From an optimization exercise on the open Yosys and OpenROAD flow, aimed at small area and a short achievable clock period; shortcuts taken in it are not production practice. The RTL was checked by simulation tests, not by an equivalence proof against the original design. Power is estimated from default activity; no workload was simulated.

branch zinc:
Design KF6845, start of the top module:
module KF6845 (
    input   logic           clock,
    input   logic           video_clock_enable,
    input   logic           reset,
    input   logic           CS_N,
    input   logic           RS,
    input   logic           ENABLE,
    input   logic           R_OR_W,
    input   logic   [7:0]   D_IN,
    output  logic   [7:0]   D_OUT,
    input   logic           LPSTB,
    output  logic           CURSOR,
    output  logic           HSYNC,
    output  logic           VSYNC,
    output  logic   [4:0]   RA,
    output  logic   [13:0]  MA,
    output  logic           DE
);
For scale: ~1,500 cells after synthesis, about 13,000 µm² of cells after synthesis.
clock: 4.0 ns
lec_check: 0
abc_area: 1
cap_margin: 20
core_margin: 2
core_utilization: 60
setup_slack_margin: 2.0
slew_margin: 20
standard.sh (not shown) runs the stock make flow with config.mk's settings and CLKGATE_MAP_FILE= SYNTH_SCRIPT=/design/flow/synth_recipe.tcl, a recipe that flattens the netlist after the stock synthesis.
==> flow/flow/run.sh <==
#!/bin/bash
set -euo pipefail
export BUFFER_PORTS_ARGS="-buffer_cell sky130_fd_sc_hd__buf_4"
export CTS_ARGS="-sink_clustering_enable -repair_clock_nets -sink_clustering_size 16 -sink_clustering_max_diameter 60 -buf_list sky130_fd_sc_hd__clkbuf_8 -dont_use_dummy_load"
bash standard.sh finish > flow_make.log 2>&1
Changes in branch maple relative to branch zinc:
--- a/flow/design.v
+++ b/flow/design.v
@@ -223,14 +223,15 @@
         end
     end
     logic   [4:0]   scan_line_counter;
     logic   [6:0]   character_row_counter;
     logic           interlace_video;     
     logic           odd_or_even;
     logic           Vadjust;
+    logic           ra_base;
     logic   [3:0]   Vsync_counter;
     logic           Vsync_odd;
     logic           Vsync_even;
     logic           scan_line_match;
     logic           adjust_match;
     logic           adjust_match_m1;
     logic           row_match;
@@ -306,15 +307,15 @@
         if (reset) begin
             scan_line_counter       <= 5'h00;
             character_row_counter   <= 7'h00;
             interlace_video         <= 1'b0;
             odd_or_even             <= 1'b1;
             Vadjust                 <= 1'b0;
             V_Display               <= 1'b0;
-            RA                      <= 5'h00;
+            ra_base                 <= 1'b0;
             Vsync_counter           <= 4'h0;
             Vsync_odd               <= 1'b0;
             Vsync_even              <= 1'b0;
         end
         else begin
             V_Display               <= video_clock_enable ? v_display_event : v_display_hold;
             if (video_clock_enable) begin
@@ -329,19 +330,18 @@
                 if (V_total_at)
                     Vadjust             <= 1'b0;
                 else if (Scanline_End_at & row_match)
                     Vadjust             <= 1'b1;
                 if (Horizontal) begin
                     if (v_total_match | scan_line_match) begin
                         scan_line_counter   <= 5'h00;
-                        RA                  <= {4'h0, interlace_video & odd_or_even};
+                        ra_base             <= interlace_video & odd_or_even;
                     end
                     else begin
                         scan_line_counter   <= scan_line_counter + 5'h01;
-                        RA                  <= RA + {3'h0, interlace_video, ~interlace_video};
                     end
                     if (vsync_start) begin
                         Vsync_odd           <= 1'b1;
                         Vsync_counter       <= 4'h0;
                     end
                     else begin
                         if (&Vsync_counter)
@@ -351,14 +351,16 @@
                 end
                 if (Horizontal_Half)
                     Vsync_even          <= Vsync_odd;
             end
         end
     end
     assign  VSYNC   = odd_or_even ? Vsync_odd : Vsync_even;
+    assign  RA      = interlace_video ? {scan_line_counter[3:0], ra_base}
+                                   : scan_line_counter + {4'h0, ra_base};
 endmodule
 module KF6845_Linear_Address_Generator (
     input   logic           clock,
     input   logic           video_clock_enable,
     input   logic           reset,
     input   logic   [7:0]   internal_data_bus,
     input   logic           write_start_address_h_register,
@@ -610,22 +612,20 @@
             5'h0E:   read_data  = {2'b00, cursor_address[13:8]};
             5'h0F:   read_data  = cursor_address[7:0];
             5'h10:   read_data  = {2'b00, next_light_pen[13:8]};
             5'h11:   read_data  = next_light_pen[7:0];
             default: read_data  = 8'hFF;
         endcase
     end
-    logic   [7:0]   D_OUT_n;
     always_ff @(posedge clock, posedge reset) begin
         if (reset)
-            D_OUT_n <= 8'h00;
+            D_OUT   <= 8'hFF;
         else
-            D_OUT_n <= read_next ? ~read_data : 8'h00;
+            D_OUT   <= read_next ? read_data : 8'hFF;
     end
-    assign  D_OUT   = ~D_OUT_n;
     always_ff @(posedge clock, posedge reset) begin
         if (reset) begin
             CURSOR  <= 1'b0;
             HSYNC   <= 1'b0;
             VSYNC   <= 1'b0;
             RA      <= 5'h0;
             MA      <= 14'h0;
Notes after the runs:
Of branch zinc and branch maple, the higher growth of design area from synthesis to finish belongs to branch zinc. In the reports for branch zinc and branch maple, the smaller HPWL after detailed placement belongs to branch maple. branch maple vs branch zinc, count of plain and timing-repair buffers went down by 26%. Summary of branch maple over branch zinc: power per cell area increased by 1.2% relative to the old numbers; inverter count of the layout excluding clock inverters fell by 8; multi-input gate count rose by 4.4%; routed wire length dropped about 2.5%; total power moved down. Register count in branch maple is lower than in branch zinc. On branch maple: critical path data arrival time is 1.30 ns lower than what branch zinc gave. Compared with branch zinc, branch maple shows post-place instance area that has gone down slightly. Going from branch zinc to branch maple, power of the sequential group shrank slightly.

* * *

Setup of run 5:
KF6845 with an RTL version that a note above also has.
For scale: about 1500 cells after synthesis, ~260 flip-flops, ~47 I/O pins, ~0.013 mm² of cells after synthesis.
## KF6845
module KF6845 (
    input   logic           clock,
    input   logic           video_clock_enable,
    input   logic           reset,
    input   logic           CS_N,
    input   logic           RS,
    input   logic           ENABLE,
    input   logic           R_OR_W,
    input   logic   [7:0]   D_IN,
    output  logic   [7:0]   D_OUT,
    input   logic           LPSTB,
    output  logic           CURSOR,
    output  logic           HSYNC,
    output  logic           VSYNC,
    output  logic   [4:0]   RA,
    output  logic   [13:0]  MA,
    output  logic           DE
);
==> flow/config.mk <==
export PLATFORM = sky130hd
export DESIGN_NAME = KF6845
export DESIGN_NICKNAME = KF6845
export VERILOG_FILES = /design/flow/design.v
export SDC_FILE = /design/flow/constraint.sdc
export NUM_CORES = 4
export LEC_CHECK = 0
export ABC_AREA = 1
export CAP_MARGIN = 20
export CORE_MARGIN = 2
export CORE_UTILIZATION = 60
export SETUP_SLACK_MARGIN = 2.1
export SLEW_MARGIN = 20
==> flow/constraint.sdc <==
create_clock -name core_clock -period 4.0 [get_ports {clock}]
set_input_delay 0.8000 -clock core_clock [delete_from_list [all_inputs] [get_ports {clock}]]
set_output_delay 0.8000 -clock core_clock [all_outputs]
set_load 0.01 [all_outputs]
Scripts as last shown in full above: flow/flow/run.sh
Per the final summary, run 5 finished and its layout is clean on timing, DRC and antenna.
### run 5 -> run 4
-- flow/design.v --
<<< run 5, line 228
    logic           odd_or_even;
    logic           Vadjust;
    logic           ra_base;
    logic   [3:0]   Vsync_counter;
    logic           Vsync_odd;
>>> run 4, line 228
    logic           odd_or_even;
    logic           Vadjust;
    logic   [3:0]   Vsync_counter;
    logic           Vsync_odd;
<<< run 5, line 312
            Vadjust                 <= 1'b0;
            V_Display               <= 1'b0;
            ra_base                 <= 1'b0;
            Vsync_counter           <= 4'h0;
            Vsync_odd               <= 1'b0;
>>> run 4, line 311
            Vadjust                 <= 1'b0;
            V_Display               <= 1'b0;
            RA                      <= 5'h00;
            Vsync_counter           <= 4'h0;
            Vsync_odd               <= 1'b0;
<<< run 5, line 335
                    if (v_total_match | scan_line_match) begin
                        scan_line_counter   <= 5'h00;
                        ra_base             <= interlace_video & odd_or_even;
                    end
                    else begin
                        scan_line_counter   <= scan_line_counter + 5'h01;
                    end
                    if (vsync_start) begin
>>> run 4, line 334
                    if (v_total_match | scan_line_match) begin
                        scan_line_counter   <= 5'h00;
                        RA                  <= {4'h0, interlace_video & odd_or_even};
                    end
                    else begin
                        scan_line_counter   <= scan_line_counter + 5'h01;
                        RA                  <= RA + {3'h0, interlace_video, ~interlace_video};
                    end
                    if (vsync_start) begin
<<< run 5, line 356
    end
    assign  VSYNC   = odd_or_even ? Vsync_odd : Vsync_even;
    assign  RA      = interlace_video ? {scan_line_counter[3:0], ra_base}
                                   : scan_line_counter + {4'h0, ra_base};
endmodule
module KF6845_Linear_Address_Generator (
>>> run 4, line 356
    end
    assign  VSYNC   = odd_or_even ? Vsync_odd : Vsync_even;
endmodule
module KF6845_Linear_Address_Generator (
<<< run 5, line 617
        endcase
    end
    always_ff @(posedge clock, posedge reset) begin
        if (reset)
            D_OUT   <= 8'hFF;
        else
            D_OUT   <= read_next ? read_data : 8'hFF;
    end
    always_ff @(posedge clock, posedge reset) begin
        if (reset) begin
>>> run 4, line 615
        endcase
    end
    logic   [7:0]   D_OUT_n;
    always_ff @(posedge clock, posedge reset) begin
        if (reset)
            D_OUT_n <= 8'h00;
        else
            D_OUT_n <= read_next ? ~read_data : 8'h00;
    end
    assign  D_OUT   = ~D_OUT_n;
    always_ff @(posedge clock, posedge reset) begin
        if (reset) begin
==> comparison <==
- Summary of run 4 over run 5: largest net degree at the start of global routing went up 17; final cell count fell by 36; routed wire length on met3 shows a reduction of 290 µm.
- Of run 4 and run 5, the run reporting the higher arrival time of data at the critical path endpoint was run 5.
- Taking run 5 as the reference point, the synthesized cell count of run 4 falls by 34.
- Summary of run 4 over run 5: sum of internal, switching and leakage power shrank by 0.064 mW, fraction of standard cell area that is sequential went up 0.63 points, multi-input combinational cell area lost 1.9%.
- On floorplan die height, run 5 tracks run 4 almost exactly.
- Compared run 5 against run 4; finished layout cell area within noise.
- Against run 5, run 4 reports a number of clock-tree buffers in the layout that is lower.

* * *

Another version of the RTL of KF6845 (not shown whole).
For scale: ~260 flip-flops, ~13000 um^2 of cells after synthesis.
==> flow/config.mk <==
export PLATFORM = sky130hd
export DESIGN_NAME = KF6845
export DESIGN_NICKNAME = KF6845
export VERILOG_FILES = /design/flow/design.v
export SDC_FILE = /design/flow/constraint.sdc
export NUM_CORES = 4
export LEC_CHECK = 0
export ABC_AREA = 1
export CAP_MARGIN = 20
export CORE_MARGIN = 2
export CORE_UTILIZATION = 60
export CTS_BUF_LIST = sky130_fd_sc_hd__clkbuf_8
export SETUP_SLACK_MARGIN = 2.0
export SLEW_MARGIN = 20
==> flow/constraint.sdc <==
create_clock -name core_clock -period 4.0 [get_ports {clock}]
set_input_delay 0.8000 -clock core_clock [delete_from_list [all_inputs] [get_ports {clock}]]
set_output_delay 0.8000 -clock core_clock [all_outputs]
set_load 0.01 [all_outputs]
run.sh (not shown) runs the stock make flow with config.mk's settings and CLKGATE_MAP_FILE= SYNTH_SCRIPT=/design/flow/synth_recipe.tcl, a recipe that flattens the netlist after the stock synthesis.
Stock flow here: none of the scripts above is used.
The first run finished with timing, DRC and antenna clean.
Then changed:
--- a/flow/design.v
+++ b/flow/design.v
@@ -216,33 +216,40 @@
                 vertical_displayed      <= internal_data_bus[6:0];
             if (write_vertical_sync_position_register)
                 vertical_sync_position_m1   <= internal_data_bus[6:0] - 7'h01;
             if (write_interlace_mode_register)
                 interlace_mode          <= internal_data_bus[1:0];
             if (write_maximum_scan_line_register)
                 maximum_scan_line       <= internal_data_bus[4:0];
         end
     end
     logic   [4:0]   scan_line_counter;
     logic   [6:0]   character_row_counter;
-    logic   [1:0]   interlace;
+    logic           interlace_video;     
     logic           odd_or_even;
     logic           Vadjust;
+    logic           ra_base;
     logic   [3:0]   Vsync_counter;
     logic           Vsync_odd;
     logic           Vsync_even;
     logic           scan_line_match;
     logic           adjust_match;
     logic           adjust_match_m1;
     logic           row_match;
-    wire    adjust_zero     = ~|vertical_total_adjust;
+    logic           adjust_zero;     
+    always_ff @(posedge clock, posedge reset) begin
+        if (reset)
+            adjust_zero     <= 1'b1;
+        else if (write_vertical_total_adjust_register)
+            adjust_zero     <= ~|internal_data_bus[4:0];
+    end
     wire    v_total_match   = odd_or_even ? (adjust_zero ? row_match : (Vadjust & adjust_match_m1))
                                           : (Vadjust & adjust_match);
     wire    [4:0]   bus5    = internal_data_bus[4:0];
     wire    [6:0]   bus7    = internal_data_bus[6:0];
     wire    sl_eq_bus       = (scan_line_counter == bus5);
     wire    sl1_eq_bus      = inc_eq5(scan_line_counter, bus5);
     wire    sl2_eq_bus      = inc2_eq5(scan_line_counter, bus5);
     wire    sl1_eq_msl      = inc_eq5(scan_line_counter, maximum_scan_line);
     wire    sl2_eq_adj      = inc2_eq5(scan_line_counter, vertical_total_adjust);
     wire    bus5_zero       = (bus5 == 5'd0);
     wire    bus5_one        = (bus5 == 5'd1);
@@ -292,71 +299,72 @@
     wire    vdisp_hold  = (character_row_counter == vertical_displayed);
     wire    vsp_zero    = &vertical_sync_position_m1;
     wire    vsp_inc     = (character_row_counter == vertical_sync_position_m1);
     wire    v_display_hold  = ~vdisp_hold & V_Display;
     wire    v_display_event = V_total_at      ? ~vdisp_zero :
                               Scanline_End_at ? (~vdisp_inc & V_Display) : v_display_hold;
     wire    vsync_start     = Scanline_End_at & (V_total_at ? vsp_zero : vsp_inc);
     always_ff @(posedge clock, posedge reset) begin
         if (reset) begin
             scan_line_counter       <= 5'h00;
             character_row_counter   <= 7'h00;
-            interlace               <= 2'b00;
+            interlace_video         <= 1'b0;
             odd_or_even             <= 1'b1;
             Vadjust                 <= 1'b0;
             V_Display               <= 1'b0;
-            RA                      <= 5'h00;
+            ra_base                 <= 1'b0;
             Vsync_counter           <= 4'h0;
             Vsync_odd               <= 1'b0;
             Vsync_even              <= 1'b0;
         end
         else begin
             V_Display               <= video_clock_enable ? v_display_event : v_display_hold;
             if (video_clock_enable) begin
                 if (V_total_at)
                     character_row_counter   <= 7'h00;
                 else if (Scanline_End_at)
                     character_row_counter   <= character_row_counter + 7'h01;
                 if (V_total_at) begin
-                    interlace           <= interlace_mode;
+                    interlace_video     <= &interlace_mode;
                     odd_or_even         <= ~interlace_mode[0] | ~odd_or_even;
                 end
                 if (V_total_at)
                     Vadjust             <= 1'b0;
                 else if (Scanline_End_at & row_match)
                     Vadjust             <= 1'b1;
                 if (Horizontal) begin
                     if (v_total_match | scan_line_match) begin
                         scan_line_counter   <= 5'h00;
-                        RA                  <= {4'h0, (&interlace) & odd_or_even};
+                        ra_base             <= interlace_video & odd_or_even;
                     end
                     else begin
                         scan_line_counter   <= scan_line_counter + 5'h01;
-                        RA                  <= RA + {3'h0, &interlace, ~&interlace};
                     end
                     if (vsync_start) begin
                         Vsync_odd           <= 1'b1;
                         Vsync_counter       <= 4'h0;
                     end
                     else begin
                         if (&Vsync_counter)
                             Vsync_odd       <= 1'b0;
                         Vsync_counter       <= Vsync_counter + 4'h1;
                     end
                 end
                 if (Horizontal_Half)
                     Vsync_even          <= Vsync_odd;
             end
         end
     end
     assign  VSYNC   = odd_or_even ? Vsync_odd : Vsync_even;
+    assign  RA      = interlace_video ? {scan_line_counter[3:0], ra_base}
+                                   : scan_line_counter + {4'h0, ra_base};
 endmodule
 module KF6845_Linear_Address_Generator (
     input   logic           clock,
     input   logic           video_clock_enable,
     input   logic           reset,
     input   logic   [7:0]   internal_data_bus,
     input   logic           write_start_address_h_register,
     input   logic           write_start_address_l_register,
     input   logic           Horizontal,
     input   logic           Horizontal_End,
     input   logic           V_total_at,
What happened: Via count came out lower by 3.5%; first-iteration DRC count came out higher by 1.5%; fmax came out higher by 2.1%; die area came out lower by 2.2%; power came out higher by 4.9%; setup slack is better by 42 ps; non-clock buffer count came out lower by 1; routed wire length came out lower by 5.6%; core utilization came out lower by 0.66 points; count of clock-buffer cells in the layout came out lower by 2; clock power came out lower by about 4%; register-to-register slack is better by 40 ps; clock skew came out higher by 3.1 ps.

* * *

Another version of the RTL of KF6845 (not shown whole).
Size in the first run: ~1500 cells after synthesis, roughly 260 flip-flops.
==> module KF6845_Bus_Control_Logic, before the edit <==
module KF6845_Bus_Control_Logic (
    input   logic           clock,
    input   logic           reset,
    input   logic           CS_N,
    input   logic           RS,
    input   logic           ENABLE,
    input   logic           R_OR_W,
    input   logic   [7:0]   D_IN,
    output  logic   [7:0]   internal_data_bus,
    output  logic   [15:0]  write_register,
    output  logic           read_next,
    output  logic   [4:0]   address
);
    logic   [7:0]   latch_data;
    always_ff @(posedge clock) begin
        latch_data  <= D_IN;
    end
    assign  internal_data_bus   = latch_data;
    logic           wr_addr_arm;
    logic           wr_reg_arm;
    wire    sel_wr  = ENABLE & ~CS_N & ~R_OR_W;
    assign  read_next   = ENABLE & ~CS_N &  R_OR_W & RS;
    always_ff @(posedge clock, posedge reset) begin
        if (reset) begin
            wr_addr_arm     <= 1'b0;
            wr_reg_arm      <= 1'b0;
        end
        else begin
            wr_addr_arm     <= sel_wr & ~RS;
            wr_reg_arm      <= sel_wr &  RS;
        end
    end
    always_ff @(posedge clock, posedge reset) begin
        if (reset)
            address             <= 5'h00;
        else if (wr_addr_arm & ~ENABLE)
            address             <= latch_data[4:0];
    end
    wire    write_reg   = wr_reg_arm & ~ENABLE;
    genvar i;
    generate
        for (i = 0; i < 16; i = i + 1) begin : g_we
            assign  write_register[i]   = write_reg & (address == i);
        end
    endgenerate
endmodule
clock: 4.0 ns
lec_check: 0
abc_area: 1
cap_margin: 20
core_margin: 2
core_utilization: 60
place_density: 0.75
setup_slack_margin: 2.05
slew_margin: 20
standard.sh (not shown) runs the stock make flow with config.mk's settings and CLKGATE_MAP_FILE= SYNTH_SCRIPT=/design/flow/synth_recipe.tcl, a recipe that flattens the netlist after the stock synthesis.
Scripts as last shown in full above: flow/flow/run.sh
Edit:
--- a/flow/design.v
+++ b/flow/design.v
@@ -15,35 +15,51 @@
     always_ff @(posedge clock) begin
         latch_data  <= D_IN;
     end
     assign  internal_data_bus   = latch_data;
     logic           wr_addr_arm;
     logic           wr_reg_arm;
+    logic           wr_vt_arm;
+    logic           wr_adj_arm;
+    logic           wr_msl_arm;
     wire    sel_wr  = ENABLE & ~CS_N & ~R_OR_W;
     assign  read_next   = ENABLE & ~CS_N &  R_OR_W & RS;
     always_ff @(posedge clock, posedge reset) begin
         if (reset) begin
             wr_addr_arm     <= 1'b0;
             wr_reg_arm      <= 1'b0;
+            wr_vt_arm       <= 1'b0;
+            wr_adj_arm      <= 1'b0;
+            wr_msl_arm      <= 1'b0;
         end
         else begin
             wr_addr_arm     <= sel_wr & ~RS;
             wr_reg_arm      <= sel_wr &  RS;
+            wr_vt_arm       <= sel_wr &  RS & (address == 5'h04);
+            wr_adj_arm      <= sel_wr &  RS & (address == 5'h05);
+            wr_msl_arm      <= sel_wr &  RS & (address == 5'h09);
         end
     end
     always_ff @(posedge clock, posedge reset) begin
         if (reset)
             address             <= 5'h00;
         else if (wr_addr_arm & ~ENABLE)
             address             <= latch_data[4:0];
     end
     wire    write_reg   = wr_reg_arm & ~ENABLE;
     genvar i;
     generate
         for (i = 0; i < 16; i = i + 1) begin : g_we
-            assign  write_register[i]   = write_reg & (address == i);
+            if (i == 4)
+                assign  write_register[i]   = wr_vt_arm & ~ENABLE;
+            else if (i == 5)
+                assign  write_register[i]   = wr_adj_arm & ~ENABLE;
+            else if (i == 9)
+                assign  write_register[i]   = wr_msl_arm & ~ENABLE;
+            else
+                assign  write_register[i]   = write_reg & (address == i);
         end
     endgenerate
 endmodule
 module KF6845_Horizontal_Control (
     input   logic           clock,
     input   logic           video_clock_enable,
Worst setup slack improves by 0.022 ns.
Die area goes up slightly.
Routed wire length rises by a few percent.
Design area grows slightly.
Fmax is higher slightly.

## what the ideal ports hide
In the flow no input, the clock included, has a driving cell. The finished layouts below were timed again as built, in two steps. Step 1, drivers: a clkbuf_16 drives clock and a buf_2 each remaining input, both assumed. Step 2 adds t to the input delays and takes it off the output delays; t is the mean of the earliest and latest rising clock arrival at the registers after step 1. Input paths then give back, and output paths get back, about the clock's delay inside the block. Three values: ideal, step 1, step 2; two values: the first two.
| run | shift t [ns] | setup slack, ns | worst register clock-pin slew, ns |
|---|---|---|---|
| branch zinc | 0.585 | 1.997 / 2.019 / 1.435 | 0.10 / 0.10 |
| branch maple | 0.585 | 2.023 / 1.977 / 1.517 | 0.10 / 0.10 |
| run 5 | 0.586 | 2.004 / 1.966 / 1.650 | 0.11 / 0.11 |
| run 4 | 0.582 | 2.070 / 2.045 / 1.613 | 0.10 / 0.10 |
| the first run of note 3 | 0.589 | 1.973 / 1.985 / 1.406 | 0.07 / 0.07 |
| the second run of note 3 | 0.575 | 2.015 / 1.986 / 1.461 | 0.07 / 0.07 |
| the first run of note 4 | 0.569 | 2.069 / 2.050 / 1.552 | 0.10 / 0.10 |
| the second run of note 4 | 0.574 | 2.091 / 2.051 / 1.602 | 0.11 / 0.11 |
After both steps every run listed still meets setup and hold. For the first run of note 3, which loses most, drivers alone change the setup slack by +0.012 ns; drivers and shift together by -0.567 ns.
